This is an optimization exercise on Yosys and OpenROAD, whose aim is small area, a short achievable clock period and few clock cycles, not a production implementation.

garnet:
## SP_wocg
module SP_wocg(
	clk,
	rst_n,
	in_valid,
	in_data,
	in_mode,
	out_valid,
	out_data
);
Size: about 25 I/O pins.
make LEC_CHECK=0 ABC_AREA=1 ABC_CLOCK_PERIOD_IN_PS=3500 CAP_MARGIN=20 CORE_MARGIN=2 CORE_UTILIZATION=40 SETUP_SLACK_MARGIN=4.0 SLEW_MARGIN=20 SYNTH_MEMORY_MAX_BITS=16384 TNS_END_PERCENT=5 finish   # period 8.0 ns
run.sh (not shown) runs the stock make flow with config.mk's settings and CLKGATE_MAP_FILE= SYNTH_SCRIPT=/design/flow/synth_recipe.tcl, a recipe that flattens the netlist after the stock synthesis.
[inputs] cedar vs garnet
--- a/flow/design.v
+++ b/flow/design.v
@@ -32,20 +32,20 @@
 		if (d[8]) qsub = {~(x[8] ^ y[8]), d2[7:0]};
 		else      qsub = {x[8] ^ y[8], d[7:0]};
 	end
 endfunction
 function [8:0] maddq;    
 	input [8:0] x, y;
 	input       n;
 	reg [9:0] s, s1;
 	begin
-		s  = {1'b0, x} + {1'b0, y ^ {9{n}}} + {9'd0, n};             
-		s1 = {1'b0, x} + {1'b0, y ^ {9{n}}} + (n ? 10'd510 : 10'd3);  
+		s  = {1'b0, x} + {1'b0, y ^ {9{n}}} + {9'd0, n};    
+		s1 = s + (n ? 10'd509 : 10'd3);                     
 		maddq = (n ? ~s[9] : s1[9]) ? s1[8:0] : s[8:0];
 	end
 endfunction
 function [8:0] madd;     
 	input [8:0] x, y;
 	reg [9:0] s, s1;
 	begin
 		s  = {1'b0, x} + {1'b0, y};
 		s1 = {1'b0, x} + {1'b0, y} + 10'd3;      
@@ -60,53 +60,48 @@
 	case ({mode[2], mode[1]})
 		2'b00: os = 5'd6;
 		2'b10: os = 5'd10;
 		2'b01: os = 5'd10;
 		default: os = 5'd16;
 	endcase
 end
 wire last = (cnt == os + 5'd5);
 wire [4:0] cnt_n = start ? 5'd1 : (cnt == 5'd0 || last) ? 5'd0 : cnt + 5'd1;
-wire [2:0] mode_n = start ? in_mode : mode;
 always @(posedge clk or negedge rst_n) begin
 	if (!rst_n) cnt <= 5'd0;
 	else        cnt <= cnt_n;
 end
 always @(posedge clk) if (start) mode <= in_mode;
 reg ph_nl;       
 reg ph_b;        
 reg ph_k;        
-reg k_first;     
+reg ph_ns;       
 reg ph_c;        
 reg ph_s;        
 reg ins;         
-reg s3_t;        
-reg s3_n;        
 reg ph_o;        
 reg first;       
 always @(posedge clk or negedge rst_n) begin
 	if (!rst_n) begin
 		ph_nl <= 1'b0; ph_b <= 1'b0; ph_k <= 1'b0;
-		ph_c <= 1'b0; ph_s <= 1'b0; ins <= 1'b0; k_first <= 1'b0;
-		ph_o <= 1'b0; first <= 1'b0; s3_t <= 1'b0; s3_n <= 1'b0;
+		ph_c <= 1'b0; ph_s <= 1'b0; ins <= 1'b0; ph_ns <= 1'b0;
+		ph_o <= 1'b0; first <= 1'b0;
 	end else begin
-		ph_nl <= (cnt_n >= 5'd2) && (cnt_n <= 5'd7);
-		first <= (cnt_n == 5'd2);
-		ph_b  <= (cnt_n >= 5'd3) && (cnt_n <= 5'd8);
-		ph_k  <= mode_n[1] && (cnt_n >= 5'd7) && (cnt_n <= 5'd12);
-		k_first <= (cnt_n == 5'd7);
-		ph_c  <= mode_n[1] && (cnt_n >= 5'd9) && (cnt_n <= 5'd14);
-		ph_s  <= !mode_n[1] && (cnt_n >= 5'd4) && (cnt_n <= 5'd9);
-		ins   <= mode_n[2] && (mode_n[1] ? (cnt_n >= 5'd10) && (cnt_n <= 5'd15)
-		                                 : (cnt_n >= 5'd4) && (cnt_n <= 5'd9));
-		ph_o  <= (cnt_n != 5'd0) && (cnt_n >= os);
-		s3_t  <= mode_n[0] || (mode_n[1] && (cnt_n >= 5'd9) && (cnt_n <= 5'd14));
-		s3_n  <= (mode_n[0] || (mode_n[1] && (cnt_n >= 5'd9) && (cnt_n <= 5'd14))) && e_in[8];
+		ph_nl <= (cnt >= 5'd1) && (cnt <= 5'd6);
+		first <= start;
+		ph_ns <= start || ((cnt >= 5'd1) && (cnt <= 5'd5));
+		ph_b  <= (cnt >= 5'd2) && (cnt <= 5'd7);
+		ph_k  <= mode[1] && (cnt >= 5'd6) && (cnt <= 5'd11);
+		ph_c  <= mode[1] && (cnt >= 5'd8) && (cnt <= 5'd13);
+		ph_s  <= !mode[1] && (cnt >= 5'd3) && (cnt <= 5'd8);
+		ins   <= mode[2] && (mode[1] ? (cnt >= 5'd9) && (cnt <= 5'd14)
+		                             : (cnt >= 5'd3) && (cnt <= 5'd8));
+		ph_o  <= (cnt != 5'd0) && !last && (cnt + 5'd1 >= os);
 	end
 end
 reg [7:0] af_r;          
 reg       ahi_r;         
 wire      in_hi = in_data[8];
 wire [7:0] in_f = in_hi ? ~in_data[7:0] - 8'd2 : in_data[7:0];    
 always @(posedge clk) begin
 	af_r  <= in_f;
 	ahi_r <= in_hi;
@@ -640,27 +635,25 @@
 end
 always @(posedge clk) begin
 	t_r  <= exp_t;
 	tq_r <= e_in[8];
 end
 wire [8:0] v_r = tq_r ? 9'd509 - t_r : t_r;
 reg [8:0] rs [0:5];      
 reg [8:0] rc [0:5];      
 reg       rv [0:5];      
-wire [8:0] ns_n = first ? e_in : qadd(ns, e_in);
-wire [8:0] ns_x = k_first ? ns_n : ns;
-wire [8:0] k_x = mode[0] ? ns_x : rc[0];
-wire [8:0] k_y = mode[0] ? rc[0] : ns_x;
+wire [8:0] k_x = mode[0] ? ns : rc[0];
+wire [8:0] k_y = mode[0] ? rc[0] : ns;
 always @(posedge clk) e_in <= ph_k ? qsub(k_x, k_y) : nl_a;
-always @(posedge clk) if (ph_nl) ns <= ns_n;
+always @(posedge clk) if (ph_ns) ns <= first ? nl_a : qadd(ns, nl_a);
 wire [8:0] bval = mode[0] ? v_r : rs[2];
-wire [8:0] s_y = s3_t ? t_r : rs[2];
-wire       s_n = s3_n;
+wire [8:0] s_y = (mode[0] | ph_c) ? t_r : rs[2];
+wire       s_n = (mode[0] | ph_c) & tq_r;
 reg  [5:0] gt;           
 always @(*) begin
 	for (k = 0; k < 6; k = k + 1)
 		gt[k] = (k == 3) || (rv[k] && (rc[3] < rc[k]));
 end
 always @(posedge clk) begin
 	for (k = 0; k < 6; k = k + 1) begin
 		rs[(k+1)%6] <= rs[k];
 		if (ins && gt[k]) rc[(k+1)%6] <= gt[(k+1)%6] ? rc[(k+1)%6] : rc[3];
Findings:
In the reports for garnet and cedar, the smaller via count belongs to cedar.
Taking garnet as 1.0, cedar lands at 1.06 on detail-routed net length per standard cell.
When cedar is set beside garnet, its met2 layer wire length in the routed design turns out to be about 3.7% smaller.
Sum of buffers and inverters on the critical path in cedar vs garnet: up 1
cedar — count of cells along the worst register-to-register path 10 lower, garnet as reference
Against garnet, maximum frequency in cedar rose by a little under 10%.
Function was not checked in any run of this note: the RTL went through the layout flow alone.

==> static timing again, ports no longer ideal <==
Ports are ideal in the flow. The routed layouts listed here were re-timed in OpenROAD.
Step 1 assumes that a clkbuf_16 drives the clock port and a buf_2 every other input.
Step 2 times the ports against the registers' clock, not the clock port: input delays grow and output delays shrink by t, the midpoint of the rising clock arrivals with the driver on.
Three values: ideal, step 1, step 2; two values: the first two.
run	t (ns)	setup slack, ns	hold WS [ns]	worst setup path after step 2
garnet	0.496	3.579 / 3.601 / 3.113	0.326 / 0.326 / 0.326	input to register
cedar	0.545	3.965 / 3.997 / 3.452	0.328 / 0.328 / 0.328	input to register
After both steps setup and hold are still met in every run listed. The setup slack of cedar, which loses most, moves by +0.032 ns with the drivers and by -0.513 ns with both steps.
